This design comes from an exercise in tuning for a short achievable clock period and few clock cycles on the open sky130 flow, not from production work.
Function was checked by simulation only, so behaviour that the tests miss may differ from the original.
No activity file was given, so power comes from the tool's default toggle rates.

==> flow/design.v <==
module cpu(clk, rst, imem_addr, imem_rdata, dmem_addr, dmem_wdata, dmem_we, dmem_rdata);
input clk, rst;
input [31:0] imem_rdata, dmem_rdata;
output [31:0] imem_addr, dmem_addr, dmem_wdata;
output dmem_we;
reg  [9:0]  pcF;
reg  [31:0] instD;
reg  [9:0]  pcp1D;
reg         vD, ptD;
reg  [31:0] aE, bE, sE;
reg         lateE;
reg         oAdd, oSub, oAnd, oOr, oSlt, oSll;
reg         wrE, ldE, stE, brE, beqE, ptE;
reg  [4:0]  dstE;
reg  [9:0]  altE;
reg  [31:0] aluM, sdM;
reg         wrM, ldM, stM;
reg  [4:0]  dstM;
reg  [31:0] resW;
reg         wrW;
reg  [4:0]  dstW;
reg  [31:0] rf [1:31];
wire [31:0] instF = imem_rdata;
wire [5:0]  opF   = instF[31:26];
wire        brF   = (opF[5:1] == 5'b00010);
wire        ptF   = brF & (opF[0] | instF[15]);
wire [9:0]  pcp1F = pcF + 10'd1;
wire [9:0]  tgtF  = pcp1F + instF[9:0];
wire [31:0] sum  = aE + bE;
wire [31:0] diff = aE - bE;
wire        lt   = aE < bE;
wire [31:0] shl  = aE << bE[10:6];
wire [31:0] resE = ({32{oAdd}} & sum) | ({32{oSub}} & diff) | ({32{oAnd}} & (aE & bE)) |
                   ({32{oOr}} & (aE | bE)) | {31'd0, oSlt & lt} | ({32{oSll}} & shl);
wire eq     = (aE == bE);
wire mispE  = brE & ~(eq ^ beqE ^ ptE);    
wire takenE = beqE ? eq : ~eq;
wire [5:0] opD = instD[31:26];
wire [5:0] fnD = instD[5:0];
wire [4:0] rsD = instD[25:21];
wire [4:0] rtD = instD[20:16];
wire [4:0] rdD = instD[15:11];
wire isR    = vD & (opD == 6'h00);
wire isAddi = vD & (opD == 6'h08);
wire isLw   = vD & (opD == 6'h23);
wire isSw   = vD & (opD == 6'h2b);
wire isBeq  = vD & (opD == 6'h04);
wire isBne  = vD & (opD == 6'h05);
wire isJ    = vD & (opD == 6'h02);
wire [4:0] dstD = isR ? rdD : rtD;
wire wrD   = (isR | isAddi | isLw) & (dstD != 5'd0);
wire useRs = isR | isAddi | isLw | isSw | isBeq | isBne;
wire useRt = isR | isBeq | isBne;           
wire immD  = isAddi | isLw | isSw;
wire [31:0] simmD = {{16{instD[15]}}, instD[15:0]};
wire rsE_hit = wrE & (dstE == rsD);
wire rtE_hit = wrE & (dstE == rtD);
wire rsM_hit = wrM & (dstM == rsD);
wire rtM_hit = wrM & (dstM == rtD);
wire rsW_hit = wrW & (dstW == rsD);
wire rtW_hit = wrW & (dstW == rtD);
wire stall = ldE & ((useRs & rsE_hit) | (useRt & rtE_hit));
wire [31:0] rfA = (rsD == 5'd0) ? 32'd0 : rf[rsD];
wire [31:0] rfB = (rtD == 5'd0) ? 32'd0 : rf[rtD];
wire [31:0] valM = ldM ? dmem_rdata : aluM;      
wire [31:0] oldA = rsM_hit ? valM : rsW_hit ? resW : rfA;
wire [31:0] oldB = rtM_hit ? valM : rtW_hit ? resW : rfB;
wire [9:0] tgtD = pcp1D + instD[9:0];
wire isBrD  = isBeq | isBne;
wire [31:0] Yx = bE ^ {32{oSub}};
wire [31:0] Xy = aE ^ Yx;
wire [31:0] genc = aE | Yx;                           
wire sumEq  = (Xy[0] == oSub) & (&(Xy[31:1] ~^ genc[30:0]));
wire andEq  = ~|(aE & bE);
wire orEq   = ~|(aE | bE);
wire eqE    = ((oAdd | oSub) & sumEq) | (oAnd & andEq) | (oOr & orEq) |
              ~(oAdd | oSub | oAnd | oOr);
wire zcmp   = (rtD == 5'd0) ? rsE_hit : (rsD == 5'd0) & rtE_hit;
wire resD   = zcmp & ~(oSlt | oSll);
wire eqD    = eqE;
wire mispD  = isBrD & resD & ~(eqD ^ isBeq ^ ptD);
wire fR_add = isR & (fnD == 6'h20);
wire fR_sub = isR & (fnD == 6'h22);
wire fR_and = isR & (fnD == 6'h24);
wire fR_or  = isR & (fnD == 6'h25);
wire fR_slt = isR & ((fnD == 6'h2a) | (fnD == 6'h02));
wire fR_sll = isR & (fnD == 6'h00);
assign imem_addr  = {20'd0, pcF, 2'b00};
assign dmem_addr  = aluM;
assign dmem_wdata = sdM;
assign dmem_we    = stM;
reg [9:0] pcN;
always @* begin
  if (mispE)      pcN = altE;
  else if (stall) pcN = pcF;
  else if (mispD) pcN = ptD ? pcp1D : tgtD;
  else if (isJ)   pcN = instD[9:0];
  else if (ptF)   pcN = tgtF;
  else            pcN = pcp1F;
end
always @(posedge clk or negedge rst) begin
  if (!rst) begin
    pcF <= 10'd0;
    vD <= 1'b0;
    wrE <= 1'b0; ldE <= 1'b0; stE <= 1'b0; brE <= 1'b0;
    wrM <= 1'b0; ldM <= 1'b0; stM <= 1'b0;
    wrW <= 1'b0;
  end else begin
    pcF <= pcN;
    if (mispE | (mispD & ~stall)) vD <= 1'b0;
    else if (!stall) vD <= 1'b1;
    if (mispE | stall) begin
      wrE <= 1'b0; ldE <= 1'b0; stE <= 1'b0; brE <= 1'b0;
    end else begin
      wrE <= wrD; ldE <= isLw; stE <= isSw; brE <= isBrD & ~resD;
    end
    wrM <= wrE; ldM <= ldE; stM <= stE;
    wrW <= wrM;
  end
end
always @(posedge clk) begin
  if (!stall) begin
    instD <= instF;
    pcp1D <= pcp1F;
    ptD   <= ptF & ~isJ;
  end
  aE <= rsE_hit ? resE : oldA;
  bE <= immD ? simmD : rtE_hit ? resE : oldB;
  sE <= rtE_hit ? resE : oldB;
  lateE <= rtE_hit & ldE;
  oAdd <= isAddi | isLw | isSw | fR_add;
  oSub <= fR_sub;
  oAnd <= fR_and;
  oOr  <= fR_or;
  oSlt <= fR_slt;
  oSll <= fR_sll;
  dstE <= dstD;
  beqE <= isBeq;
  ptE  <= ptD;
  altE <= ptD ? pcp1D : tgtD;
  aluM <= resE;
  sdM <= lateE ? dmem_rdata : sE;
  dstM <= dstE;
  resW <= valM;
  dstW <= dstM;
end
integer i;
always @(posedge clk or negedge rst) begin
  if (!rst) begin
    for (i = 1; i < 32; i = i + 1) rf[i] <= 32'd0;
  end else if (wrW) begin
    rf[dstW] <= resW;
  end
end
endmodule
==> flow/run.sh <==
#!/bin/bash
# synth_recipe.tcl (not shown) runs the flow's synth.tcl, then flattens the netlist and writes it again
# the make line also repeats each setting of config.mk as NAME=value (left out here)
make -C /OpenROAD-flow-scripts/flow DESIGN_CONFIG=/design/flow/config.mk WORK_HOME=/design/flow/orfs CLKGATE_MAP_FILE= SYNTH_SCRIPT=/design/flow/synth_recipe.tcl finish
==> flow/config.mk <==
export PLATFORM = sky130hd
export DESIGN_NAME = cpu
export DESIGN_NICKNAME = cpu
export VERILOG_FILES = /design/flow/design.v
export SDC_FILE = /design/flow/constraint.sdc
export NUM_CORES = 4
export LEC_CHECK = 0
export ABC_CLOCK_PERIOD_IN_PS = 1000
export CAP_MARGIN = 30
export CORE_MARGIN = 2
export CORE_UTILIZATION = 40
export PLACE_DENSITY = 0.6
export SETUP_SLACK_MARGIN = 5.0
export SLEW_MARGIN = 30
==> flow/constraint.sdc <==
create_clock -name core_clock -period 8.0 [get_ports {clk}]
set_input_delay 1.6000 -clock core_clock [delete_from_list [all_inputs] [get_ports {clk}]]
set_output_delay 1.6000 -clock core_clock [all_outputs]
set_load 0.01 [all_outputs]
==> impl_metrics.yaml, run 1 <==
outcome:
  status: "finished clean"
pwr:
  power.leakage_uw: 0.0380
  ir_drop_mv: 0.234
  total_power_uw: 15700
  powerDensity_nw_per_um2: 183
drt:
  first_pass_iters: 20
  drtIter0Drc: 13316
  wire_per_inst_um: 39.4
  drc: 0
  antenna_left: 0
  viasPerCell: 7.14
  drt-total-wl_mm: 352
  vias: 63785
floorplanning:
  initial_core_util_pct: 40.2
  dieArea_um2: 174000
  die_w_um: 417
  core_area_um2: 169000
  die_y_um: 417
  rows: 151
  pin_count: 163
global_route:
  grt_max_degree: 159
  grt_pass1_wl_mm: 476
  grt_pass1_vias: 60638
  grt_usage_pct: 38.6
  overflow: 0
  antenna_found_initial: 19
clock_tree:
  cts_root_buf: "clkbuf_16"
  clkSinkCount: 1280
  tritoncts: "done"
  htree_levels: 4
  clockBufferDepth: 3
  clock_latency_ps: 820
  numCtsBuffers: 140
  clk_pin_slew_ps: 60
  ctsHoldBuffers: 0
sta:
  fin_crit_ps: 3480
  relSlewSlack_pct: 21.1
  finalHoldViolCount: 0
  hold_slack_ps: 363
  setup_viol: 0
  worst_pin_slew_ps: 1180
  fmax_ghz: 0.287
  min_period_over_period_pct: 43.5
  slew_viol_final: 0
  clock_skew_ps: 27.8
  rsz0062_at_grt: "true"
  fin_tns_setup_ps: 0
worst_setup_path:
  cp.required_ps: 8690
  crit_slowest_cell: "nor4_1"
  crit_top_cell: "nor3_1"
  critical_path_buf_inv_count: 2
  worstSetupStartpointType: "flop"
  crit_path_max_fanout: 13
  crit_family: "simple AND/OR/NAND/NOR gates"
  cp_cell_sequence: "bufbuf_16 > ha_1 > nor4_1 > nand4_1 > nor3_1 > nor3_1 > o21ai_2 > xnor2_2 > nor3_4 > buf_12 > mux2i_1 > o21ai_1"
  cp-end-kind: "flop"
  crit_start: "bE[7]"
  r2r-start: "bE[7]"
  critical_path.max_stage_delay_ps: 560
  cp_data_arrival_time_ps: 4170
  crit_type: "flop to flop"
finish:
  final_core_util_pct: 50.6
  area_delta_synth_final_pct: 25.7
  nets: 6820
  num-fill-cells: 14704
  final_common_cell: "mux2_2"
  drive_gt1_share_pct: 39.9
  mostFrequentLayoutCells: "mux2_2 (1077), dfrtp_1 (1004), a22oi_1 (814), buf_4 (373), nand2_1 (339)"
synthesis:
  synth.distinct_cells: 93
  synth-main-ff-cell: "dfrtp_1"
  synth_xor_area_share_pct: 1.95
  synth_adder_area_share_pct: 2.98
  synthMuxAreaShare_pct: 20.3
  synth_edf_count: 43
  syn_inst: 6244
  ys_seq_area_share_pct: 45.7
  ys_async_sr_fraction_pct: 79.0
  yosys_warnings: 2
  postSynthAreaPerCell_um2: 10.9
  synth_top_family_by_area: "multiplexers"
  synth-seq-cells: 1280
  syn_area_um2: 68100
  synthSimpleGateAreaFrac_pct: 8.35
  synth-compound-area-share_pct: 16.5
flow_run:
  max_cap_violations: 0
placement:
  gp_congestion: 1.00
  dp_hpwl_mm: 196
  portBuffers: 140
hold_path:
  hold_path_class: "flop to flop"
  hold_start: "stE"
==> through the flow <==
step           cells  setup WS, ps  instance area (um^2)
3_5_place_dp    8208          3480                 72100
2_1_floorplan   6265          4600                 68600
3_3_place_gp    8207          2950                 72000
6_report        8931          4520                 85700
5_1_grt         8925          4500                 85600
4_1_cts         8761          4530                 82100
==> area by class of cell <==
class,instances,area [um^2],area share (%)
clock inverter,51,606,0.707
timing repair inverter,2,23.8,0.0278
sequential,1280,31300,36.6
timing repair buffer,757,8130,9.49
clock buffer,199,4100,4.79
tap,2218,2780,3.24
inverter,129,547,0.638
antenna,11,27.5,0.0321
multi-input combinational,4284,38100,44.5
==> flip-flops by register name, indices dropped and copies added (netlist names), 5 cells and up <==
register / cells
resW: 32
pcp1D: 10
dstM: 5
dstE: 5
sdM: 32
altE: 10
pcF: 10
sE: 32
bE: 32
aluM: 32
rf: 992
instD: 32
dstW: 5
aE: 32
==> Yosys cell counts, types with 85 or more instances <==
library cell  instances  area, um^2
o21ai_0              93         465
nand3_1              85         425
mux2i_1              87         871
nor3_1               86         430
buf_1                87         327
xnor2_1             107         937
mux2_2             1085       12200
ha_1                156        1950
a22oi_1             826        6200
nor2_1              231         867
clkbuf_1            392        1470
dfxtp_1             226        4520
inv_1               121         454
nand4_1             153         957
dfrtp_1            1011       25300
nand2_1             367        1380
a21oi_1             231        1160
==> power by group <==
| part | leakage [uW] | internal, uW | total (uW) | switching (uW) |
|---|---|---|---|---|
| Combinational | 0.0192 | 849 | 2110 | 1260 |
| Sequential | 0.0164 | 6630 | 6790 | 155 |
| Clock | 0.00232 | 3870 | 6760 | 2890 |
| Total | 0.0380 | 11300 | 15700 | 4300 |
==> logic make-up (layout without fill, tap and decap cells) <==
family                     after synthesis  after routing
other                                    1             33
adders and majority gates              160            160
AOI/OAI and AO/OA                     1577           1578
xor gates and xnor gates               152            152
buffers and inverters                  711           1138
and+or+nand+nor                       1158           1167
DFF                                   1280           1280
muxes                                 1205           1205
==> per-layer routing <==
metal / vias up / wire length (um) / track usage [%]
met5: - / 721 / 1.78
met4: 26 / 35900 / 28.4
met3: 2225 / 54200 / 18.5
met2: 6028 / 141000 / 54.5
met1: 31328 / 120000 / 45.2
li1: 24178 / - / -
==> final timing paths <==
check                             end  slack (ps)  cells after the start
setup / recovery               pcF[5]        4520                     12
hold / removal                    stM         360                      0
hold reg to reg                   stM         360                      0
min in group asynchronous   rf[13][3]         670                      1
setup reg to reg               pcF[5]        4520                     12
max in group asynchronous  rf[22][25]        5690                      4
==> worst reg2reg max path, cell delays in order, from the launching register on <==
cell and delay (ps):
dfxtp_4 380, bufbuf_16 310, ha_1 220, nor4_1 560
nand4_1 210, nor3_1 540, nor3_1 260, o21ai_2 160
xnor2_2 100, nor3_4 150, buf_12 180, mux2i_1 220
o21ai_1 80
==> timing repair <==
| item | 4_1_cts | 5_1_grt |
|---|---|---|
| buffers inserted | 284 | 146 |
| endpoints found under the setup margin | 332 | 320 |
| gates resized for setup | 884 | 387 |
| cloned | 19 | 10 |
| pin swaps | 142 | 173 |
Testbench counts, summed over its fixed seeds: cycles 66,205.
==> run 2, diff against run 1 <==
--- a/flow/design.v
+++ b/flow/design.v
@@ -23,7 +23,10 @@
 wire [31:0] instF = imem_rdata;
 wire [5:0]  opF   = instF[31:26];
 wire        brF   = (opF[5:1] == 5'b00010);
-wire        ptF   = brF & (opF[0] | instF[15]);
+wire        sameF = (instF[25:21] == instF[20:16]);    
+reg  [31:0] zr;     
+wire        zeqF  = zr[instF[25:21]] & zr[instF[20:16]];
+wire        ptF   = brF & ((sameF | zeqF) ? ~opF[0] : (opF[0] | instF[15]));
 wire [9:0]  pcp1F = pcF + 10'd1;
 wire [9:0]  tgtF  = pcp1F + instF[9:0];
 wire [31:0] sum  = aE + bE;
@@ -67,13 +70,12 @@
 wire [31:0] oldB = rtM_hit ? valM : rtW_hit ? resW : rfB;
 wire [9:0] tgtD = pcp1D + instD[9:0];
 wire isBrD  = isBeq | isBne;
-wire [31:0] Yx = bE ^ {32{oSub}};
-wire [31:0] Xy = aE ^ Yx;
-wire [31:0] genc = aE | Yx;                           
-wire sumEq  = (Xy[0] == oSub) & (&(Xy[31:1] ~^ genc[30:0]));
+wire [31:0] Xy = aE ^ bE;
+wire [31:0] genc = aE | bE;                           
+wire sumEq  = ~Xy[0] & (&(Xy[31:1] ~^ genc[30:0]));
 wire andEq  = ~|(aE & bE);
-wire orEq   = ~|(aE | bE);
-wire eqE    = ((oAdd | oSub) & sumEq) | (oAnd & andEq) | (oOr & orEq) |
+wire orEq   = ~|genc;
+wire eqE    = (oAdd & sumEq) | (oSub & eq) | (oAnd & andEq) | (oOr & orEq) |
               ~(oAdd | oSub | oAnd | oOr);
 wire zcmp   = (rtD == 5'd0) ? rsE_hit : (rsD == 5'd0) & rtE_hit;
 wire resD   = zcmp & ~(oSlt | oSll);
@@ -85,19 +87,24 @@
 wire fR_or  = isR & (fnD == 6'h25);
 wire fR_slt = isR & ((fnD == 6'h2a) | (fnD == 6'h02));
 wire fR_sll = isR & (fnD == 6'h00);
+function [31:0] fwd(input hit, input [31:0] other);
+  fwd = ({32{hit & oAdd}} & sum) | ({32{hit & oSub}} & diff) |
+        ({32{hit & oAnd}} & (aE & bE)) | ({32{hit & oOr}} & (aE | bE)) |
+        {31'd0, hit & oSlt & lt} | ({32{hit & oSll}} & shl) | ({32{~hit}} & other);
+endfunction
 assign imem_addr  = {20'd0, pcF, 2'b00};
 assign dmem_addr  = aluM;
 assign dmem_wdata = sdM;
 assign dmem_we    = stM;
-reg [9:0] pcN;
+reg [9:0] pcE;       
 always @* begin
-  if (mispE)      pcN = altE;
-  else if (stall) pcN = pcF;
-  else if (mispD) pcN = ptD ? pcp1D : tgtD;
-  else if (isJ)   pcN = instD[9:0];
-  else if (ptF)   pcN = tgtF;
-  else            pcN = pcp1F;
+  if (mispE)      pcE = altE;
+  else if (stall) pcE = pcF;
+  else if (mispD) pcE = ptD ? pcp1D : tgtD;
+  else            pcE = instD[9:0];
 end
+wire redir = mispE | stall | mispD | isJ;
+wire [9:0] pcN = redir ? pcE : ptF ? tgtF : pcp1F;
 always @(posedge clk or negedge rst) begin
   if (!rst) begin
     pcF <= 10'd0;
@@ -124,9 +131,9 @@
     pcp1D <= pcp1F;
     ptD   <= ptF & ~isJ;
   end
-  aE <= rsE_hit ? resE : oldA;
-  bE <= immD ? simmD : rtE_hit ? resE : oldB;
-  sE <= rtE_hit ? resE : oldB;
+  aE <= fwd(rsE_hit, oldA);
+  bE <= fwd(rtE_hit & ~immD, immD ? simmD : oldB);
+  sE <= fwd(rtE_hit, oldB);
   lateE <= rtE_hit & ldE;
   oAdd <= isAddi | isLw | isSw | fR_add;
   oSub <= fR_sub;
@@ -144,6 +151,10 @@
   resW <= valM;
   dstW <= dstM;
 end
+always @(posedge clk or negedge rst) begin
+  if (!rst) zr <= 32'hffffffff;
+  else if (wrW) zr[dstW] <= ~|resW;
+end
 integer i;
 always @(posedge clk or negedge rst) begin
   if (!rst) begin
==> run 2 against run 1 <==
Net effect: still clean on timing, DRC and antenna; non-clock buffer count rose by 224; global-route usage rose by 1.2 points; clock power rose by 4.0%; core utilization rose by 2.3 points; synthesized cell count rose by 1.4%; highest routed layer unchanged; first-iteration DRC count rose by 0.17%; sequential share of layout area fell by 1.2 points; clock skew rose by 14 ps; register-to-register slack got worse by 170 ps; wire length rose by 4.0%; largest power group is now clock.
==> impl_metrics.yaml, run 2 <==
hold_path:
  hold_path_class: "flop to flop"
worst_setup_path:
  rrSetupSlack_ps: 4350
  cp-end-kind: "flop"
  cp_data_arrival_time_ps: 4360
  crit_type: "flop to flop"
  worstSetupStartpointType: "flop"
  crit_path_max_fanout: 13
  cp.required_ps: 8710
finish:
  drive_gt1_share_pct: 44.1
  largest_reg_flops: 992
  mostFrequentLayoutCells: "mux2_2 (1084), dfrtp_1 (1003), a22oi_1 (742), buf_4 (495), nand2_1 (333)"
  nets: 7095
  area_delta_synth_final_pct: 31.2
  max_flop_register: "rf"
  final_common_cell: "mux2_2"
synthesis:
  synth-seq-cells: 1312
  synth_edf_count: 43
  ys_seq_area_share_pct: 46.1
  synth_top_area_share_pct: 36.5
  syn_area_um2: 69200
  synth.distinct_cells: 95
  yosys-top-cells-area: "dfrtp_1 (37%), mux2_2 (18%), a22oi_1 (8.6%)"
  synth_area_leader_cell: "dfrtp_1"
  postSynthAreaPerCell_um2: 10.9
  yosys-top-cells-count: "mux2_2 (1108), dfrtp_1 (1011), a22oi_1 (797), clkbuf_1 (431), nand2_1 (348)"
  syn_inst: 6331
  ys_async_sr_fraction_pct: 79.5
  yosysMostFrequentCell: "mux2_2"
  yosys_warnings: 2
  synth-main-ff-cell: "dfrtp_1"
placement:
  gp_congestion: 1.00
  dp_hpwl_mm: 202
  place_ws_ps: 2820
  portBuffers: 140
sta:
  setup_viol: 0
  clock_skew_ps: 41.6
  fin_tns_setup_ps: 0
  min_period_over_period_pct: 45.6
  fmax_ghz: 0.274
  relSlewSlack_pct: 23.2
  worst_pin_slew_ps: 1150
  rsz0062_at_grt: "true"
  setup_ws_ps: 4350
  fin_crit_ps: 3650
  slew_viol_final: 0
  finalHoldViolCount: 0
drt:
  drtIter0Drc: 13338
  antenna_left: 0
  vias: 67135
  first_pass_iters: 17
  drt-total-wl_mm: 366
  viasPerCell: 7.17
  wire_per_inst_um: 39.1
  drc: 0
pwr:
  combPwrFrac_pct: 14.3
  power.leakage_uw: 0.0398
  power_frac_seq_pct: 42.6
  powerDensity_nw_per_um2: 180
  ir_drop_mv: 0.221
  switching_share_pct: 27.5
  p_int_uw: 11800
  power.switching_uw: 4490
  pwr-share-clk_pct: 43.1
floorplanning:
  die_w_um: 420
  initial_core_util_pct: 40.3
  pin_count: 163
  core_area_um2: 172000
  rows: 152
  die_y_um: 420
  dieArea_um2: 176000
global_route:
  grt_pass1_wl_mm: 493
  grt_pass1_vias: 62816
  grt_max_degree: 178
  grt_usage_pct: 39.8
  antenna_found_initial: 19
  overflow: 0
clock_tree:
  clk_pin_slew_ps: 60
  clkSinkCount: 1312
  htree_levels: 4
  clock_latency_ps: 840
  clockBufferDepth: 3
  ctsHoldBuffers: 0
  numCtsBuffers: 145
  cts_root_buf: "clkbuf_16"
  tritoncts: "done"
outcome:
  status: "finished clean"
flow_run:
  max_cap_violations: 0
-- run 2: changes by cell type after synthesis, sizes merged, moves of 21 or more --
cell | before | now
mux2i | 87 | 55
dfstp | 0 | 32
a21oi | 231 | 257
a221oi | 10 | 34
a22o | 9 | 45
xnor2 | 107 | 75
mux2 | 1085 | 1111
clkbuf | 392 | 431
a22oi | 826 | 797
o31ai | 37 | 16
buf | 190 | 151
ha | 156 | 123
o21ai | 132 | 158
-- run 2: what timing repair did --
action / CTS / global route
cloned: 28 / 6
gates resized for setup: 1233 / 432
setup buffers: 397 / 206
pin swaps: 255 / 205
endpoints found under the setup margin: 436 / 392
-- run 2: per-layer routing --
metal	GRT usage (%)	share of wire [%]	wire length [um]	up-vias
met5	2.36	0.22	805	-
met4	30.6	10	37600	28
met3	19.1	16	57600	2297
met2	53.6	39	143000	6706
met1	48.2	35	127000	33023
li1	-	-	-	25081
-- run 2: final timing paths --
check | from | to | cells past startpoint
max | instD[24] | aE[7] | 12
min | stE | stM | 0
max reg2reg | instD[24] | aE[7] | 12
min reg2reg | stE | stM | 0
max in group asynchronous | rst | zr[4] | 4
min in group asynchronous | rst | rf[22][18] | 1
-- run 2: logic make-up (layout without fill, tap and decap cells) --
family | count (synthesis) | count (layout) | share of synthesized area (%)
AO/OA/AOI/OAI | 1639 | 1642 | 16.9
XOR/XNOR | 137 | 137 | 1.73
adder cells (fa/ha/maj) | 127 | 127 | 2.34
buffers and inverters | 718 | 1384 | 4.18
flip-flops | 1312 | 1312 | 46.1
multiplexers | 1204 | 1204 | 20.1
other | 1 | 49 | 0.00542
AND/OR/NAND/NOR | 1193 | 1193 | 8.64
-- run 2: worst max-delay path: stages (launching register included) --
cell	delay (ps)
edfxtp_1	420
buf_12	180
or3b_4	330
nor2_4	70
buf_4	170
buf_16	190
a22oi_1	230
nand4_1	200
nor4_4	890
nor3_4	180
a211oi_4	380
a211oi_2	80
a21o_1	190
-- run 2: power groups by stage --
stage	Clock [uW]	Sequential (uW)	Combinational (uW)
final	7030	6960	2330
after CTS	7000	6950	2030
after global placement	0	7100	1590
after floorplan	0	7030	945
after detailed placement	0	7100	1600
after global routing	7290	6960	2420
-- run 2: layout make-up --
cell class | count | area (um^2)
Antenna cell | 27 | 67.6
Clock buffer | 211 | 4280
Timing Repair inverter | 1 | 5.00
Fill cell | 14382 | 80900
Timing Repair Buffer | 981 | 10900
Clock inverter | 55 | 632
Sequential cell | 1312 | 32200
Inverter | 136 | 576
Tap cell | 2310 | 2890
Multi-Input combinational cell | 4325 | 39300
-- run 2: per-stage QoR --
stage / hold slack (ps) / total power, uW / cells / area, um^2 / utilization, %
6_report: 345 / 16300 / 9358 / 90900 / 52.9
2_1_floorplan: 331 / 7980 / 6352 / 69700 / -
3_3_place_gp: 334 / 8690 / 8419 / 73700 / 42.9
4_1_cts: 349 / 16000 / 9115 / 87100 / 50.7
3_5_place_dp: 338 / 8700 / 8424 / 73800 / 43.0
5_1_grt: 366 / 16700 / 9336 / 90800 / 52.9
Testbench counts of run 2, summed over its fixed seeds: cycles 63,595.
==> run 3, diff against run 2 <==
--- a/flow/design.v
+++ b/flow/design.v
@@ -5,6 +5,7 @@
 output dmem_we;
 reg  [9:0]  pcF;
 reg  [31:0] instD;
+reg  [31:1] rsOH, rtOH;    
 reg  [9:0]  pcp1D;
 reg         vD, ptD;
 reg  [31:0] aE, bE, sE;
@@ -30,14 +31,16 @@
 wire [9:0]  pcp1F = pcF + 10'd1;
 wire [9:0]  tgtF  = pcp1F + instF[9:0];
 wire [31:0] sum  = aE + bE;
-wire [31:0] diff = aE - bE;
-wire        lt   = aE < bE;
+wire [32:0] dif33 = {1'b0, aE} - {1'b0, bE};
+wire [31:0] diff = dif33[31:0];
+wire        lt   = dif33[32];             
 wire [31:0] shl  = aE << bE[10:6];
 wire [31:0] resE = ({32{oAdd}} & sum) | ({32{oSub}} & diff) | ({32{oAnd}} & (aE & bE)) |
                    ({32{oOr}} & (aE | bE)) | {31'd0, oSlt & lt} | ({32{oSll}} & shl);
 wire eq     = (aE == bE);
-wire mispE  = brE & ~(eq ^ beqE ^ ptE);    
-wire takenE = beqE ? eq : ~eq;
+wire mispEx = brE & ~(eq ^ beqE ^ ptE);    
+reg  mispE;             
+reg  [9:0] altM;
 wire [5:0] opD = instD[31:26];
 wire [5:0] fnD = instD[5:0];
 wire [4:0] rsD = instD[25:21];
@@ -63,8 +66,17 @@
 wire rsW_hit = wrW & (dstW == rsD);
 wire rtW_hit = wrW & (dstW == rtD);
 wire stall = ldE & ((useRs & rsE_hit) | (useRt & rtE_hit));
-wire [31:0] rfA = (rsD == 5'd0) ? 32'd0 : rf[rsD];
-wire [31:0] rfB = (rtD == 5'd0) ? 32'd0 : rf[rtD];
+reg  [31:0] rfA, rfB;
+integer k;
+integer j;
+always @* begin
+  rfA = 32'd0;
+  rfB = 32'd0;
+  for (k = 1; k < 32; k = k + 1) begin
+    rfA = rfA | ({32{rsOH[k]}} & rf[k]);
+    rfB = rfB | ({32{rtOH[k]}} & rf[k]);
+  end
+end
 wire [31:0] valM = ldM ? dmem_rdata : aluM;      
 wire [31:0] oldA = rsM_hit ? valM : rsW_hit ? resW : rfA;
 wire [31:0] oldB = rtM_hit ? valM : rtW_hit ? resW : rfB;
@@ -98,7 +110,7 @@
 assign dmem_we    = stM;
 reg [9:0] pcE;       
 always @* begin
-  if (mispE)      pcE = altE;
+  if (mispE)      pcE = altM;
   else if (stall) pcE = pcF;
   else if (mispD) pcE = ptD ? pcp1D : tgtD;
   else            pcE = instD[9:0];
@@ -110,7 +122,7 @@
     pcF <= 10'd0;
     vD <= 1'b0;
     wrE <= 1'b0; ldE <= 1'b0; stE <= 1'b0; brE <= 1'b0;
-    wrM <= 1'b0; ldM <= 1'b0; stM <= 1'b0;
+    wrM <= 1'b0; ldM <= 1'b0; stM <= 1'b0; mispE <= 1'b0;
     wrW <= 1'b0;
   end else begin
     pcF <= pcN;
@@ -121,13 +133,21 @@
     end else begin
       wrE <= wrD; ldE <= isLw; stE <= isSw; brE <= isBrD & ~resD;
     end
-    wrM <= wrE; ldM <= ldE; stM <= stE;
+    if (mispE) begin
+      wrM <= 1'b0; ldM <= 1'b0; stM <= 1'b0; mispE <= 1'b0;
+    end else begin
+      wrM <= wrE; ldM <= ldE; stM <= stE; mispE <= mispEx;
+    end
     wrW <= wrM;
   end
 end
 always @(posedge clk) begin
   if (!stall) begin
     instD <= instF;
+    for (j = 1; j < 32; j = j + 1) begin
+      rsOH[j] <= (instF[25:21] == j);
+      rtOH[j] <= (instF[20:16] == j);
+    end
     pcp1D <= pcp1F;
     ptD   <= ptF & ~isJ;
   end
@@ -145,6 +165,7 @@
   beqE <= isBeq;
   ptE  <= ptD;
   altE <= ptD ? pcp1D : tgtD;
+  altM <= altE;
   aluM <= resE;
   sdM <= lateE ? dmem_rdata : sE;
   dstM <= dstE;
==> run 3 against run 2 <==
Net effect: clock power grew 3.6%; synthesized cell count shrank 3.3%; combinational power shrank 28%; critical endpoint is now pcF[8]; highest routed layer unchanged.
==> impl_metrics.yaml, run 3 <==
clock_tree:
  tritoncts: "done"
  ctsHoldBuffers: 0
  clockBufferDepth: 3
  clkSinkCount: 1385
  clk_pin_slew_ps: 60
  htree_levels: 4
  clock_latency_ps: 850
  cts_root_buf: "clkbuf_16"
  numCtsBuffers: 151
pwr:
  powerDensity_nw_per_um2: 191
  ir_drop_mv: 0.210
  total_power_uw: 16300
  power.leakage_uw: 0.0376
floorplanning:
  initial_core_util_pct: 40.2
  dieArea_um2: 180000
  core_area_um2: 176000
  die_w_um: 424
  die_y_um: 424
  rows: 154
  pin_count: 163
placement:
  dp_cells: 8278
  portBuffers: 140
  dp_hpwl_mm: 205
  gp_congestion: 0.982
finish:
  largest_reg_flops: 992
  area_delta_synth_final_pct: 21.0
  finalNonFillerCells: 8809
  final_common_cell: "mux2_2"
  nets: 6520
  mostFrequentLayoutCells: "mux2_2 (1096), dfrtp_1 (1002), buf_4 (339), a22o_1 (315), a221oi_1 (307)"
  max_flop_register: "rf"
  drive_gt1_share_pct: 38.4
  final_core_util_pct: 48.6
synthesis:
  yosys-top-cells-area: "dfrtp_1 (36%), mux2_2 (18%), dfxtp_1 (6.7%)"
  synthSimpleGateAreaFrac_pct: 7.14
  syn_inst: 6119
  synth_xor_area_share_pct: 1.64
  yosys-top-cells-count: "mux2_2 (1109), dfrtp_1 (1012), clkbuf_1 (437), a221oi_1 (319), a22o_1 (315)"
  ys_async_sr_fraction_pct: 75.4
  synth_top_area_share_pct: 35.8
  synth-seq-cells: 1385
  synth.distinct_cells: 90
  postSynthAreaPerCell_um2: 11.5
  synth_top_family_by_area: "multiplexers"
  yosys_warnings: 2
  ys_seq_area_share_pct: 48.2
  synth-compound-area-share_pct: 17.3
  yosysMostFrequentCell: "mux2_2"
  synthMuxAreaShare_pct: 19.6
  syn_area_um2: 70700
  synth_area_leader_cell: "dfrtp_1"
  synth_adder_area_share_pct: 2.24
  synth-main-ff-cell: "dfrtp_1"
  synth_edf_count: 105
worst_setup_path:
  crit_type: "flop to flop"
  cp-end-kind: "flop"
  worstSetupStartpointType: "flop"
  cp.required_ps: 8700
  crit_path_max_fanout: 12
  rrSetupSlack_ps: 4600
  cp_data_arrival_time_ps: 4100
global_route:
  overflow: 0
  grt_pass1_vias: 60479
  grt_pass1_wl_mm: 476
  grt_max_degree: 171
  antenna_found_initial: 18
  grt_usage_pct: 37.3
drt:
  antenna_left: 0
  drtIter0Drc: 12284
  drt-total-wl_mm: 347
  vias: 63568
  first_pass_iters: 12
  viasPerCell: 7.22
  drc: 0
  wire_per_inst_um: 39.4
sta:
  worst_pin_slew_ps: 1190
  slew_viol_final: 0
  clock_skew_ps: 40.1
  fmax_ghz: 0.294
  fin_crit_ps: 3400
  setup_viol: 0
  relSlewSlack_pct: 20.2
  finalHoldViolCount: 0
  hold_slack_ps: 325
  min_period_over_period_pct: 42.5
  fin_tns_setup_ps: 0
  rsz0062_at_grt: "true"
flow_run:
  max_cap_violations: 0
hold_path:
  hold_path_class: "flop to flop"
outcome:
  status: "finished clean"
==> run 3: changes by cell type after synthesis, moves of 18 or more <==
cell      before  now
and3_1        23   41
a21oi_1      257  165
a22o_1        45  315
and4_1        28    2
buf_2         62   22
o21ai_0      138  104
a22oi_1      797  299
nor4_1        74   41
a211oi_1      47   91
a221oi_1      33  319
o21ai_1       20    0
nand2_1      348  239
xnor2_1       75   55
edfxtp_1      43  105
==> run 3: logic make-up (layout without fill, tap and decap cells) <==
kind of cell / count (synthesis) / in the layout
AOI/OAI and AO/OA: 1571 / 1571
xor gates and xnor gates: 132 / 132
adders and majority gates: 124 / 124
buffers and inverters: 699 / 1011
DFF: 1385 / 1385
muxes: 1196 / 1196
other: 1 / 35
and+or+nand+nor: 1011 / 1015
==> run 3: critical path, stage by stage, from the launching register on <==
cell     delay (ps)
dfxtp_2         460
inv_1           110
ha_4            400
xor2_2          270
nand4_1         150
nor4_2          410
a22o_4          220
o21a_1          170
nor4_4           60
buf_6           160
buf_12          120
nor3_4          280
buf_4           190
buf_6            90
nand2_2          30
o221a_2         110
==> run 3: repair_timing <==
| action | in CTS | in global routing |
|---|---|---|
| pin swaps | 121 | 86 |
| resized for setup | 872 | 219 |
| gates cloned | 10 | 1 |
| setup buffers | 150 | 75 |
| setup endpoints to repair | 829 | 436 |
==> run 3: layout make-up <==
type                            instances  area (um^2)
Fill cell                           15471        90400
Sequential cell                      1385        34300
Clock inverter                         69          818
Timing Repair Buffer                  593         5500
Antenna cell                           13         32.5
Multi-Input combinational cell       4060        37200
Inverter                              138          559
Tap cell                             2340         2930
Timing Repair inverter                  1         7.51
Clock buffer                          210         4270
==> run 3: through the flow <==
stage	instance area (um^2)	setup slack (ps)
4_1_cts	84000	4610
3_5_place_dp	75100	2750
2_1_floorplan	71100	3780
6_report	85500	4600
5_1_grt	85500	4570
3_3_place_gp	75000	2710
==> run 3: power breakdown <==
| group | switching (uW) | internal [uW] |
|---|---|---|
| combinational | 1010 | 667 |
| sequential | 136 | 7220 |
| clock | 3120 | 4160 |
==> run 3: path summary, 6_finish.rpt <==
check	from	end	cells past startpoint
setup / recovery	aE[23]	pcF[8]	15
hold / removal	altE[0]	altM[0]	0
setup reg to reg	aE[23]	pcF[8]	15
hold reg to reg	altE[0]	altM[0]	0
max in group asynchronous	rst	pcF[2]	3
min in group asynchronous	rst	rf[4][11]	1
==> run 3: layer usage <==
layer | share of wire, % | global-route usage (%) | routed length (um)
met5 | 0.048 | 0.265 | 167
met4 | 9.1 | 26.9 | 31400
met3 | 15 | 15.2 | 50900
met2 | 41 | 52.3 | 141000
met1 | 36 | 46.1 | 123000
Testbench counts of run 3, summed over its fixed seeds: cycles 64,002.
==> run 4, diff against run 3 <==
--- a/flow/design.v
+++ b/flow/design.v
@@ -85,14 +85,9 @@
 wire [31:0] Xy = aE ^ bE;
 wire [31:0] genc = aE | bE;                           
 wire sumEq  = ~Xy[0] & (&(Xy[31:1] ~^ genc[30:0]));
-wire andEq  = ~|(aE & bE);
-wire orEq   = ~|genc;
-wire eqE    = (oAdd & sumEq) | (oSub & eq) | (oAnd & andEq) | (oOr & orEq) |
-              ~(oAdd | oSub | oAnd | oOr);
 wire zcmp   = (rtD == 5'd0) ? rsE_hit : (rsD == 5'd0) & rtE_hit;
-wire resD   = zcmp & ~(oSlt | oSll);
-wire eqD    = eqE;
-wire mispD  = isBrD & resD & ~(eqD ^ isBeq ^ ptD);
+wire resD   = zcmp & oAdd;                             
+wire mispD  = isBrD & resD & ~(sumEq ^ isBeq ^ ptD);
 wire fR_add = isR & (fnD == 6'h20);
 wire fR_sub = isR & (fnD == 6'h22);
 wire fR_and = isR & (fnD == 6'h24);
@@ -112,11 +107,11 @@
 always @* begin
   if (mispE)      pcE = altM;
   else if (stall) pcE = pcF;
-  else if (mispD) pcE = ptD ? pcp1D : tgtD;
   else            pcE = instD[9:0];
 end
-wire redir = mispE | stall | mispD | isJ;
-wire [9:0] pcN = redir ? pcE : ptF ? tgtF : pcp1F;
+wire redir = mispE | stall | isJ;
+wire [9:0] pcN0 = redir ? pcE : ptF ? tgtF : pcp1F;
+wire [9:0] pcN = (mispD & ~mispE & ~stall) ? (ptD ? pcp1D : tgtD) : pcN0;
 always @(posedge clk or negedge rst) begin
   if (!rst) begin
     pcF <= 10'd0;
==> run 4 against run 3 <==
Net effect: core utilization fell by 0.085 points; non-clock buffer count fell by 20; total power barely moved; clock skew rose by 4.5 ps; sequential power barely moved; flip-flop and latch count did not move; critical path depth fell by 4; via count fell by 0.58%; global-route usage fell by 0.66 points; synthesized cell count rose by 1.1%; wire length fell by 1.4%; die area rose by 0.16%.
==> impl_metrics.yaml, run 4 <==
worst_setup_path:
  rrSetupSlack_ps: 4750
  cp-end-kind: "flop"
  crit_family: "compound AO/OA/AOI/OAI gates"
  critical_path_buf_inv_count: 2
  cp_data_arrival_time_ps: 4010
  crit_path_max_fanout: 4
  critical_path.max_stage_delay_ps: 510
  reg2reg_depth: 11
  crit_slowest_cell: "mux4_2"
  crit_type: "input port to flop"
  regToRegEndpoint: "pcF[9]"
  worstSetupStartpointType: "input port"
  cp_cell_sequence: "buf_16 > mux4_2 > a221oi_2 > a31oi_1 > or3_4 > a21o_1 > a211oi_4 > buf_6 > mux2i_1 > nor2_1 > a211o_1"
  cp.required_ps: 8660
  r2r-start: "aE[25]"
clock_tree:
  clk_pin_slew_ps: 60
  tritoncts: "done"
  htree_levels: 4
  numCtsBuffers: 152
  clockBufferDepth: 3
  cts_root_buf: "clkbuf_16"
  clkSinkCount: 1385
  clock_latency_ps: 820
global_route:
  antenna_found_initial: 16
  grt_max_degree: 186
  grt_pass1_wl_mm: 469
  grt_usage_pct: 36.6
  overflow: 0
  grt_pass1_vias: 60165
synthesis:
  synth_edf_count: 105
  yosysMostFrequentCell: "mux2_2"
  ys_async_sr_fraction_pct: 75.4
  yosys-top-cells-count: "mux2_2 (1111), dfrtp_1 (1012), clkbuf_1 (442), a22oi_1 (348), a221oi_1 (306)"
  syn_area_um2: 70800
  synth.distinct_cells: 86
  yosys_warnings: 2
  syn_inst: 6185
  synth_top_area_share_pct: 35.8
  synth-seq-cells: 1385
  synth-main-ff-cell: "dfrtp_1"
  yosys-top-cells-area: "dfrtp_1 (36%), mux2_2 (18%), dfxtp_1 (6.7%)"
  synth_area_leader_cell: "dfrtp_1"
  ys_seq_area_share_pct: 48.1
  postSynthAreaPerCell_um2: 11.4
pwr:
  powerDensity_nw_per_um2: 191
  ir_drop_mv: 0.191
  power.leakage_uw: 0.0373
finish:
  num-fill-cells: 15604
  seqCellArea_um2: 34200
  nets: 6559
  final_common_cell: "mux2_2"
  finalNonFillerCells: 8845
  drive_gt1_share_pct: 37.0
  area_delta_synth_final_pct: 20.6
  multi_input_area_um2: 36900
  largest_reg_flops: 992
  mostFrequentLayoutCells: "mux2_2 (1103), dfrtp_1 (1005), a22oi_1 (344), buf_4 (298), a22o_1 (294)"
  max_flop_register: "rf"
drt:
  drtIter0Drc: 11229
  wl_met1_mm: 121
  wl_met2_mm: 139
  vias: 63197
  drc: 0
  first_pass_iters: 10
  maxUsedRoutingLayer: "met5"
  antenna_left: 0
  dr_wl_met3_mm: 48.3
  wire_per_inst_um: 38.7
  drt-total-wl_mm: 342
  viasPerCell: 7.14
placement:
  dp_cells: 8329
  portBuffers: 140
  place_ws_ps: 2420
  gp_congestion: 0.973
  dp_hpwl_mm: 198
sta:
  fin_crit_ps: 3350
  fmax_ghz: 0.299
  min_period_over_period_pct: 41.9
  relSlewSlack_pct: 22.9
  setup_viol: 0
  slew_viol_final: 0
  rsz0062_at_grt: "true"
  fin_tns_setup_ps: 0
  worst_pin_slew_ps: 1160
  finalHoldViolCount: 0
  setup_ws_ps: 4650
  clock_skew_ps: 44.6
floorplanning:
  initial_core_util_pct: 40.2
  core_area_um2: 176000
  die_w_um: 425
  pin_count: 163
  rows: 154
  dieArea_um2: 180000
  die_y_um: 425
hold_path:
  hold_path_end: "altM[4]"
  whs_path_depth: 0
  hold_start: "altE[4]"
  hold_path_class: "flop to flop"
flow_run:
  max_cap_violations: 0
outcome:
  status: "finished clean"
run 4: changes by cell type in the layout (fill, tap and decap cells not counted), moves of 23 or more:
cell	before	now
a22oi_1	297	344
buf_4	339	298
mux2i_1	37	60
nor2_1	190	216
nor3_1	51	75
xnor2_1	42	80
xor2_1	69	38
run 4: cells by family after synthesis:
kind of cell,after synthesis,share of synthesized area [%]
AO/OA/AOI/OAI,1605,17.6
XOR/XNOR,130,1.61
adder cells (fa/ha/maj),124,2.23
buffers and inverters,707,3.95
flip-flops,1385,48.1
multiplexers,1203,19.4
other,1,0.00530
AND/OR/NAND/NOR,1030,7.13
run 4: stage by stage:
stage	power [uW]	utilization [%]	area [um^2]	hold WS [ps]
final	16300	48.5	85400	316
after global routing	16700	48.5	85400	333
after CTS	16200	47.5	83600	319
after detailed placement	8800	42.7	75000	315
after global placement	8790	42.6	74900	311
after floorplan	8210	-	71000	310
run 4: power breakdown:
part,internal (uW),switching (uW),total (uW)
sequential,7230,116,7340
clock,4200,3120,7320
combinational,646,1010,1650
run 4: cell type report:
class / count / area share, %
clock inverters: 44 / 0.645
repair buffers: 573 / 6.52
inverters: 139 / 0.686
diodes: 12 / 0.0352
multi-input cells: 4117 / 43.2
clock buffers: 234 / 5.41
repair inverters: 1 / 0.0103
well taps: 2340 / 3.43
flip-flops and latches: 1385 / 40.0
run 4: per-layer routing:
layer,up-vias,track usage (%)
li1,24160,-
met1,31512,44.5
met2,5587,51.3
met3,1912,15.0
met4,26,28.1
met5,-,0.503
run 4: how the worst max path moves through the flow:
| stage | end | cells after the start | start |
|---|---|---|---|
| finish | pcF[8] | 11 | imem_rdata[17] |
| global route | pcF[8] | 11 | imem_rdata[17] |
| CTS | pcF[2] | 12 | imem_rdata[17] |
| detailed placement | pcF[8] | 10 | imem_rdata[17] |
| global placement | pcF[8] | 10 | imem_rdata[22] |
| floorplan | pcF[8] | 10 | imem_rdata[17] |
run 4: repair_timing:
action / in CTS / in global routing
gates cloned: 7 / 3
endpoints found under the setup margin: 965 / 440
gates resized for setup: 761 / 265
pin swaps: 108 / 124
buffers inserted: 138 / 73
hold buffers: 0 / 0
run 4: worst reg2reg max path, stage by stage, from the launching register on:
cell     delay, ps
dfxtp_1        450
inv_1          130
ha_4           410
xnor2_1        180
nor4_1         350
nand4_1        220
nor2_4         290
xnor2_1        180
nand3_1        170
or2_2          360
o21ai_0        280
nor3_2          90
Testbench counts of run 4, summed over its fixed seeds: cycles 64,038.
==> run 5, diff against run 4 <==
--- a/flow/config.mk
+++ b/flow/config.mk
@@ -8,7 +8,7 @@
 export ABC_CLOCK_PERIOD_IN_PS = 1000
 export CAP_MARGIN = 30
 export CORE_MARGIN = 2
-export CORE_UTILIZATION = 40
-export PLACE_DENSITY = 0.6
+export CORE_UTILIZATION = 55
+export PLACE_DENSITY = 0.7
 export SETUP_SLACK_MARGIN = 5.0
 export SLEW_MARGIN = 30
==> run 5 against run 4 <==
Net effect: clock power rose by 2%; die area fell by 27%; worst hold slack improved by 4.7 ps.
==> impl_metrics.yaml, run 5 <==
synthesis:
  synthMuxAreaShare_pct: 19.4
  synthSimpleGateAreaFrac_pct: 7.13
  ys_async_sr_fraction_pct: 75.4
  yosys-top-cells-count: "mux2_2 (1111), dfrtp_1 (1012), clkbuf_1 (442), a22oi_1 (348), a221oi_1 (306)"
  yosys-top-cells-area: "dfrtp_1 (36%), mux2_2 (18%), dfxtp_1 (6.7%)"
  synth-compound-area-share_pct: 17.6
  postSynthAreaPerCell_um2: 11.4
  synth_area_leader_cell: "dfrtp_1"
  syn_area_um2: 70800
  synth.distinct_cells: 86
  synth_edf_count: 105
  syn_inst: 6185
  synth_top_family_by_area: "multiplexers"
  ys_seq_area_share_pct: 48.1
  synth_adder_area_share_pct: 2.23
  yosysMostFrequentCell: "mux2_2"
  yosys_warnings: 2
  synth_top_area_share_pct: 35.8
  synth_xor_area_share_pct: 1.61
  synth-main-ff-cell: "dfrtp_1"
  synth-seq-cells: 1385
clock_tree:
  clock_latency_ps: 830
  clockBufferDepth: 3
  clk_pin_slew_ps: 60
  numCtsBuffers: 148
  tritoncts: "done"
  htree_levels: 4
  clkSinkCount: 1385
  cts_root_buf: "clkbuf_16"
pwr:
  ir_drop_mv: 0.191
  power.leakage_uw: 0.0371
  powerDensity_nw_per_um2: 196
  power_frac_seq_pct: 44.6
  pwr-share-clk_pct: 45.4
  p_int_uw: 12300
  combPwrFrac_pct: 10.0
  switching_share_pct: 25.3
  total_power_uw: 16500
  power.switching_uw: 4180
drt:
  wl_met1_mm: 113
  wire_per_inst_um: 40.1
  maxUsedRoutingLayer: "met5"
  drt-total-wl_mm: 327
  first_pass_iters: 15
  drc: 0
  wl_met2_mm: 126
  viasPerCell: 7.84
  dr_wl_met3_mm: 54.3
  antenna_left: 0
  drtIter0Drc: 13633
  vias: 63914
sta:
  hold_slack_ps: 321
  fin_tns_setup_ps: 0
  fin_crit_ps: 3310
  min_period_over_period_pct: 41.4
  setup_viol: 0
  finalHoldViolCount: 0
  relSlewSlack_pct: 23.5
  rsz0062_at_grt: "true"
  worst_pin_slew_ps: 1150
  fmax_ghz: 0.302
  clock_skew_ps: 40.4
  slew_viol_final: 0
finish:
  area_delta_synth_final_pct: 18.5
  max_flop_register: "rf"
  final_common_cell: "mux2_2"
  final_core_util_pct: 65.7
  nets: 6529
  drive_gt1_share_pct: 35.9
  mostFrequentLayoutCells: "mux2_2 (1103), dfrtp_1 (1007), a22oi_1 (343), buf_4 (306)"
  num-fill-cells: 9602
  largest_reg_flops: 992
worst_setup_path:
  cp_cell_sequence: "buf_16 > mux4_2 > a221oi_2 > a31oi_1 > or3_4 > a2111oi_4 > a211oi_4 > buf_6 > buf_4 > nor2_2 > a21oi_1 > o221a_2"
  worstSetupStartpointType: "input port"
  reg2reg_depth: 16
  r2r-start: "aE[0]"
  cp.required_ps: 8690
  crit_start: "imem_rdata[17]"
  crit_path_max_fanout: 6
  crit_slowest_cell: "mux4_2"
  cp_data_arrival_time_ps: 4000
  critical_path.max_stage_delay_ps: 520
  cp-end-kind: "flop"
  crit_type: "input port to flop"
hold_path:
  hold_path_class: "flop to flop"
  whs_path_depth: 0
  hold_start: "altE[6]"
floorplanning:
  pin_count: 163
  initial_core_util_pct: 55.4
  die_w_um: 363
  core_area_um2: 128000
  die_y_um: 363
  dieArea_um2: 132000
  rows: 131
outcome:
  status: "finished clean"
flow_run:
  max_cap_violations: 0
global_route:
  grt_pass1_wl_mm: 451
  antenna_found_initial: 19
  overflow: 0
  grt_pass1_vias: 61033
  grt_max_degree: 174
  grt_usage_pct: 48.3
placement:
  gp_congestion: 0.995
  portBuffers: 140
  dp_hpwl_mm: 185
-- run 5: cell count changes in the layout (fill, tap and decap cells not counted), moves of 7 or more --
cell / before / now
a211oi_1: 53 / 64
dfxtp_4: 24 / 12
buf_2: 30 / 20
buf_12: 36 / 25
diode_2: 12 / 26
dfxtp_1: 171 / 182
nor3_1: 75 / 85
bufinv_16: 6 / 19
buf_4: 298 / 306
clkbuf_8: 40 / 33
buf_6: 84 / 64
clkbuf_2: 3 / 19
-- run 5: cell type report --
cell class / count / area (um^2) / share of cell area, %
Multi-Input combinational cell: 4114 / 36600 / 43.6
Sequential cell: 1385 / 34100 / 40.7
Timing Repair Buffer: 550 / 5140 / 6.13
Clock buffer: 215 / 4360 / 5.20
Tap cell: 1662 / 2080 / 2.48
Clock inverter: 61 / 862 / 1.03
Inverter: 139 / 609 / 0.727
Antenna cell: 26 / 65.1 / 0.0776
Timing Repair inverter: 1 / 11.3 / 0.0134
-- run 5: path summary, 6_finish.rpt --
check                                  end  slack (ps)
min in group asynchronous       rf[27][30]         820
worst min register to register     altM[6]         320
max in group asynchronous       rf[16][20]        5450
worst max-delay path                pcF[2]        4690
worst max register to register    aluM[28]        4720
worst min-delay path               altM[6]         320
-- run 5: cells by family (layout without fill, tap and decap cells) --
group,Yosys count,count (layout)
buffers and inverters,707,966
multiplexers,1203,1203
other,1,48
flip-flops,1385,1385
AO/OA/AOI/OAI,1605,1605
XOR/XNOR,130,130
adder cells (fa/ha/maj),124,124
AND/OR/NAND/NOR,1030,1030
-- run 5: critical path: cells and delay by family --
kind	cells	cell delay [ps]
AO/OA/AOI/OAI	6	1040
multiplexers	1	520
AND/OR/NAND/NOR	2	450
buffers and inverters	3	370
-- run 5: through the flow --
stage | std cells | cell area [um^2] | worst slack, ps
2_1_floorplan | 6206 | 71000 | 4050
3_3_place_gp | 7635 | 73900 | 2420
3_5_place_dp | 7641 | 74100 | 2380
4_1_cts | 8030 | 81800 | 4690
5_1_grt | 8133 | 83800 | 4650
6_report | 8153 | 83800 | 4690
-- run 5: what timing repair did --
action	CTS	global route
pin swaps	91	129
setup buffers	111	92
hold buffers	0	0
gates resized for setup	603	311
setup endpoints to repair	869	536
cloned	2	3
-- run 5: power by group through the flow --
stage	Combinational (uW)	Sequential [uW]	Clock [uW]
6_report	1650	7350	7480
5_1_grt	1730	7360	7740
4_1_cts	1470	7350	7440
3_5_place_dp	1280	7510	0
3_3_place_gp	1270	7510	0
2_1_floorplan	748	7460	0
-- run 5: layer usage --
metal | GRT usage, % | vias up
met5 | 2.74 | -
met4 | 34.3 | 26
met3 | 23.9 | 2239
met2 | 64.3 | 6202
met1 | 60.1 | 31410
li1 | - | 24037
==> run 6, diff against run 5 <==
--- a/flow/design.v
+++ b/flow/design.v
@@ -26,8 +26,7 @@
 wire        brF   = (opF[5:1] == 5'b00010);
 wire        sameF = (instF[25:21] == instF[20:16]);    
 reg  [31:0] zr;     
-wire        zeqF  = zr[instF[25:21]] & zr[instF[20:16]];
-wire        ptF   = brF & ((sameF | zeqF) ? ~opF[0] : (opF[0] | instF[15]));
+wire        ptF   = brF & (sameF ? ~opF[0] : (opF[0] | instF[15]));
 wire [9:0]  pcp1F = pcF + 10'd1;
 wire [9:0]  tgtF  = pcp1F + instF[9:0];
 wire [31:0] sum  = aE + bE;
@@ -59,12 +58,7 @@
 wire useRt = isR | isBeq | isBne;           
 wire immD  = isAddi | isLw | isSw;
 wire [31:0] simmD = {{16{instD[15]}}, instD[15:0]};
-wire rsE_hit = wrE & (dstE == rsD);
-wire rtE_hit = wrE & (dstE == rtD);
-wire rsM_hit = wrM & (dstM == rsD);
-wire rtM_hit = wrM & (dstM == rtD);
-wire rsW_hit = wrW & (dstW == rsD);
-wire rtW_hit = wrW & (dstW == rtD);
+reg rsE_hit, rtE_hit, rsM_hit, rtM_hit, rsW_hit, rtW_hit;
 wire stall = ldE & ((useRs & rsE_hit) | (useRt & rtE_hit));
 reg  [31:0] rfA, rfB;
 integer k;
@@ -88,6 +82,10 @@
 wire zcmp   = (rtD == 5'd0) ? rsE_hit : (rsD == 5'd0) & rtE_hit;
 wire resD   = zcmp & oAdd;                             
 wire mispD  = isBrD & resD & ~(sumEq ^ isBeq ^ ptD);
+wire zA     = (rsD == 5'd0) | (|(rsOH & zr[31:1]));
+wire zB     = (rtD == 5'd0) | (|(rtOH & zr[31:1]));
+wire ovrD   = isBrD & ~resD & zA & zB & (ptD ^ isBeq);
+wire redD   = mispD | ovrD;
 wire fR_add = isR & (fnD == 6'h20);
 wire fR_sub = isR & (fnD == 6'h22);
 wire fR_and = isR & (fnD == 6'h24);
@@ -111,7 +109,7 @@
 end
 wire redir = mispE | stall | isJ;
 wire [9:0] pcN0 = redir ? pcE : ptF ? tgtF : pcp1F;
-wire [9:0] pcN = (mispD & ~mispE & ~stall) ? (ptD ? pcp1D : tgtD) : pcN0;
+wire [9:0] pcN = (redD & ~mispE & ~stall) ? (ptD ? pcp1D : tgtD) : pcN0;
 always @(posedge clk or negedge rst) begin
   if (!rst) begin
     pcF <= 10'd0;
@@ -121,7 +119,7 @@
     wrW <= 1'b0;
   end else begin
     pcF <= pcN;
-    if (mispE | (mispD & ~stall)) vD <= 1'b0;
+    if (mispE | (redD & ~stall)) vD <= 1'b0;
     else if (!stall) vD <= 1'b1;
     if (mispE | stall) begin
       wrE <= 1'b0; ldE <= 1'b0; stE <= 1'b0; brE <= 1'b0;
@@ -136,7 +134,17 @@
     wrW <= wrM;
   end
 end
+wire [4:0] rsN = stall ? rsD : instF[25:21];      
+wire [4:0] rtN = stall ? rtD : instF[20:16];
+wire wrEN = wrD & ~stall & ~mispE;                 
+wire wrMN = wrE & ~mispE;                          
 always @(posedge clk) begin
+  rsE_hit <= wrEN & (dstD == rsN);
+  rtE_hit <= wrEN & (dstD == rtN);
+  rsM_hit <= wrMN & (dstE == rsN);
+  rtM_hit <= wrMN & (dstE == rtN);
+  rsW_hit <= wrM & (dstM == rsN);
+  rtW_hit <= wrM & (dstM == rtN);
   if (!stall) begin
     instD <= instF;
     for (j = 1; j < 32; j = j + 1) begin
@@ -158,8 +166,8 @@
   oSll <= fR_sll;
   dstE <= dstD;
   beqE <= isBeq;
-  ptE  <= ptD;
-  altE <= ptD ? pcp1D : tgtD;
+  ptE  <= ptD ^ ovrD;
+  altE <= (ptD ^ ovrD) ? pcp1D : tgtD;
   altM <= altE;
   aluM <= resE;
   sdM <= lateE ? dmem_rdata : sE;
--- a/flow/config.mk
+++ b/flow/config.mk
@@ -8,7 +8,7 @@
 export ABC_CLOCK_PERIOD_IN_PS = 1000
 export CAP_MARGIN = 30
 export CORE_MARGIN = 2
-export CORE_UTILIZATION = 55
-export PLACE_DENSITY = 0.7
+export CORE_UTILIZATION = 40
+export PLACE_DENSITY = 0.6
 export SETUP_SLACK_MARGIN = 5.0
 export SLEW_MARGIN = 30
==> run 6 against run 5 <==
Net effect: still clean; core utilization down 17 points; final cell count rose by 9.4%; non-clock buffer count up 62; register-to-register slack is essentially flat; largest cell class unchanged; synthesized cell count up 0.50%.
==> impl_metrics.yaml, run 6 <==
floorplanning:
  rows: 154
  core_area_um2: 176000
  die_w_um: 426
  initial_core_util_pct: 40.4
  dieArea_um2: 181000
  die_y_um: 426
  pin_count: 163
global_route:
  antenna_found_initial: 13
  grtUsageMet3_pct: 16.9
  grt-busiest-layer: "met2"
  grt_pass1_vias: 60562
  grt_max_degree: 180
  overflow: 0
  grt_usage_pct: 37.1
  grtUsageMet2_pct: 48.8
  grt_pass1_wl_mm: 476
  met1_usage_pct: 48.7
synthesis:
  synth_edf_count: 105
  ys_async_sr_fraction_pct: 75.0
  postSynthAreaPerCell_um2: 11.5
  syn_inst: 6216
  synth-seq-cells: 1390
  synth_area_leader_cell: "dfrtp_1"
  synth-main-ff-cell: "dfrtp_1"
  yosys_warnings: 2
  yosys-top-cells-area: "dfrtp_1 (36%), mux2_2 (17%), dfxtp_1 (6.8%)"
  synth_top_area_share_pct: 35.6
  synth.distinct_cells: 106
  yosysMostFrequentCell: "mux2_2"
  ys_seq_area_share_pct: 47.9
  yosys-top-cells-count: "mux2_2 (1090), dfrtp_1 (1012), clkbuf_1 (459), a221oi_1 (346), a22oi_1 (340)"
  syn_area_um2: 71200
worst_setup_path:
  crit_type: "flop to flop"
  crit_path_max_fanout: 6
  critical_path.max_stage_delay_ps: 420
  worstSetupStartpointType: "flop"
  crit_slowest_cell: "or3_4"
  cp_data_arrival_time_ps: 3980
  cp.required_ps: 8700
  cp-end-kind: "flop"
  cp_cell_sequence: "buf_4 > ha_1 > o31a_1 > or3_4 > a2111oi_4 > buf_6 > and2_4 > mux2_4 > a221oi_4 > mux2i_1 > a21o_1"
clock_tree:
  clock_latency_ps: 820
  cts_root_buf: "clkbuf_16"
  clockBufferDepth: 3
  tritoncts: "done"
  clkSinkCount: 1390
  htree_levels: 4
  ctsHoldBuffers: 0
  clk_pin_slew_ps: 60
  numCtsBuffers: 152
sta:
  finalHoldViolCount: 0
  fin_tns_setup_ps: 0
  rsz0062_at_grt: "true"
  setup_viol: 0
  relSlewSlack_pct: 24.6
  min_period_over_period_pct: 41.0
  worst_pin_slew_ps: 1130
  fin_crit_ps: 3280
  clock_skew_ps: 34.7
  hold_slack_ps: 318
  slew_viol_final: 0
  fmax_ghz: 0.305
flow_run:
  max_cap_violations: 0
drt:
  viasPerCell: 7.22
  drtIter0Drc: 12077
  wire_per_inst_um: 39.0
  vias: 64385
  drt-total-wl_mm: 348
  antenna_left: 0
  drc: 0
  first_pass_iters: 10
finish:
  largest_reg_flops: 992
  mostFrequentLayoutCells: "mux2_2 (1084), dfrtp_1 (1007), buf_4 (367), a22oi_1 (340), a22o_1 (330)"
  seqCellArea_um2: 34300
  final_common_cell: "mux2_2"
  num-fill-cells: 15819
  max_flop_register: "rf"
  area_delta_synth_final_pct: 20.3
  nets: 6625
  drive_gt1_share_pct: 36.4
  multi_input_area_um2: 37100
outcome:
  status: "finished clean"
placement:
  portBuffers: 140
  dp_hpwl_mm: 202
  gp_congestion: 0.985
pwr:
  power.leakage_uw: 0.0374
  powerDensity_nw_per_um2: 191
  ir_drop_mv: 0.182
hold_path:
  hold_path_class: "flop to flop"
-- run 6: repair_timing --
item                                    CTS  global route
gates resized for setup                 694           256
pin swaps                               101           111
endpoints found under the setup margin  537           256
buffers inserted                        157            80
cloned                                    9             1
-- run 6: cell type report --
class / instances / area share (%)
Antenna cell: 17 / 0.0496
Sequential cell: 1390 / 40.0
Inverter: 141 / 0.701
Multi-Input combinational cell: 4136 / 43.3
Timing Repair Buffer: 612 / 6.54
Tap cell: 2340 / 3.42
Clock inverter: 56 / 0.729
Clock buffer: 224 / 5.17
Timing Repair inverter: 2 / 0.0204
-- run 6: kinds of logic (layout without fill, tap and decap cells) --
kind of cell             Yosys count  count (layout)  synth area share (%)
AND/OR/NAND/NOR                  962             965                  6.60
multiplexers                    1184            1184                  19.2
XOR/XNOR                         134             134                  1.65
AO/OA/AOI/OAI                   1707            1707                  18.3
adder cells (fa/ha/maj)          124             124                  2.22
flip-flops                      1390            1390                  47.9
other                              1              39               0.00526
buffers and inverters            714            1035                  4.13
-- run 6: power by group --
part / internal [uW] / switching [uW] / leakage [uW]
Clock: 4090 / 3150 / 0.00248
Combinational: 701 / 1040 / 0.0172
Sequential: 7250 / 118 / 0.0177
Total: 12000 / 4310 / 0.0374
-- run 6: final timing paths --
path	startpoint	end	slack [ps]	depth (start not counted)
min in group asynchronous	rst	rf[25][2]	780	1
worst max register to register	aE[3]	bE[22]	4720	11
max in group asynchronous	rst	rf[31][22]	5370	3
worst min register to register	altE[1]	altM[1]	320	0
worst min-delay path	altE[1]	altM[1]	320	0
worst max-delay path	aE[3]	bE[22]	4720	11
-- run 6: per-layer routing --
metal | up-vias | wire length (um)
met2 | 6052 | 135000
li1 | 24297 | -
met1 | 32342 | 130000
met4 | 18 | 28400
met3 | 1676 | 54900
met5 | - | 394
-- run 6: critical path: cells and delay by family (launching register included) --
kind,cells,cell delay [ps]
muxes,2,450
buffers and inverters,2,370
DFF,1,350
AOI/OAI and AO/OA,4,1140
adders and majority gates,1,270
and+or+nand+nor,2,580
-- run 6: stage by stage --
step | setup slack (ps) | total power (uW) | utilization [%] | instance area, um^2 | cells
2_1_floorplan | 4560 | 8320 | - | 71600 | 6237
3_3_place_gp | 2670 | 8920 | 42.8 | 75500 | 8368
3_5_place_dp | 2760 | 8920 | 42.9 | 75600 | 8370
4_1_cts | 4730 | 16200 | 47.5 | 83900 | 8816
5_1_grt | 4680 | 16800 | 48.5 | 85700 | 8902
6_report | 4720 | 16300 | 48.6 | 85700 | 8918
Testbench counts of run 6, summed over its fixed seeds: cycles 64,412.

-- separate check: timing with driven ports --
How much do the figures lean on ideal ports? The routed layouts below were timed once more, with nothing changed but the port constraints.
Step 1, drivers: a clkbuf_16 drives clk and a buf_2 each remaining input, both assumed.
Step 2 times the ports against the registers' clock, not the clock port: input delays grow and output delays shrink by t, the midpoint of the rising clock arrivals with the driver on.
a / b / c = ideal ports / drivers / drivers and shift; a / b = the first two.
run | t, ns | setup WS [ns] | hold slack, ns
run 1 | 0.890 | 4.518 / 4.518 / 3.848 | 0.363 / 0.363 / 0.363
run 2 | 0.912 | 4.349 / 4.349 / 3.778 | 0.345 / 0.345 / 0.345
run 3 | 0.912 | 4.602 / 4.602 / 3.813 | 0.325 / 0.325 / 0.325
run 4 | 0.890 | 4.652 / 4.633 / 3.743 | 0.316 / 0.316 / 0.316
run 5 | 0.887 | 4.692 / 4.603 / 3.717 | 0.321 / 0.321 / 0.321
run 6 | 0.906 | 4.723 / 4.723 / 4.237 | 0.318 / 0.318 / 0.318
After both steps every run listed still meets setup and hold. For run 5, which loses most, drivers alone change the setup slack by -0.089 ns; drivers and shift together by -0.975 ns.
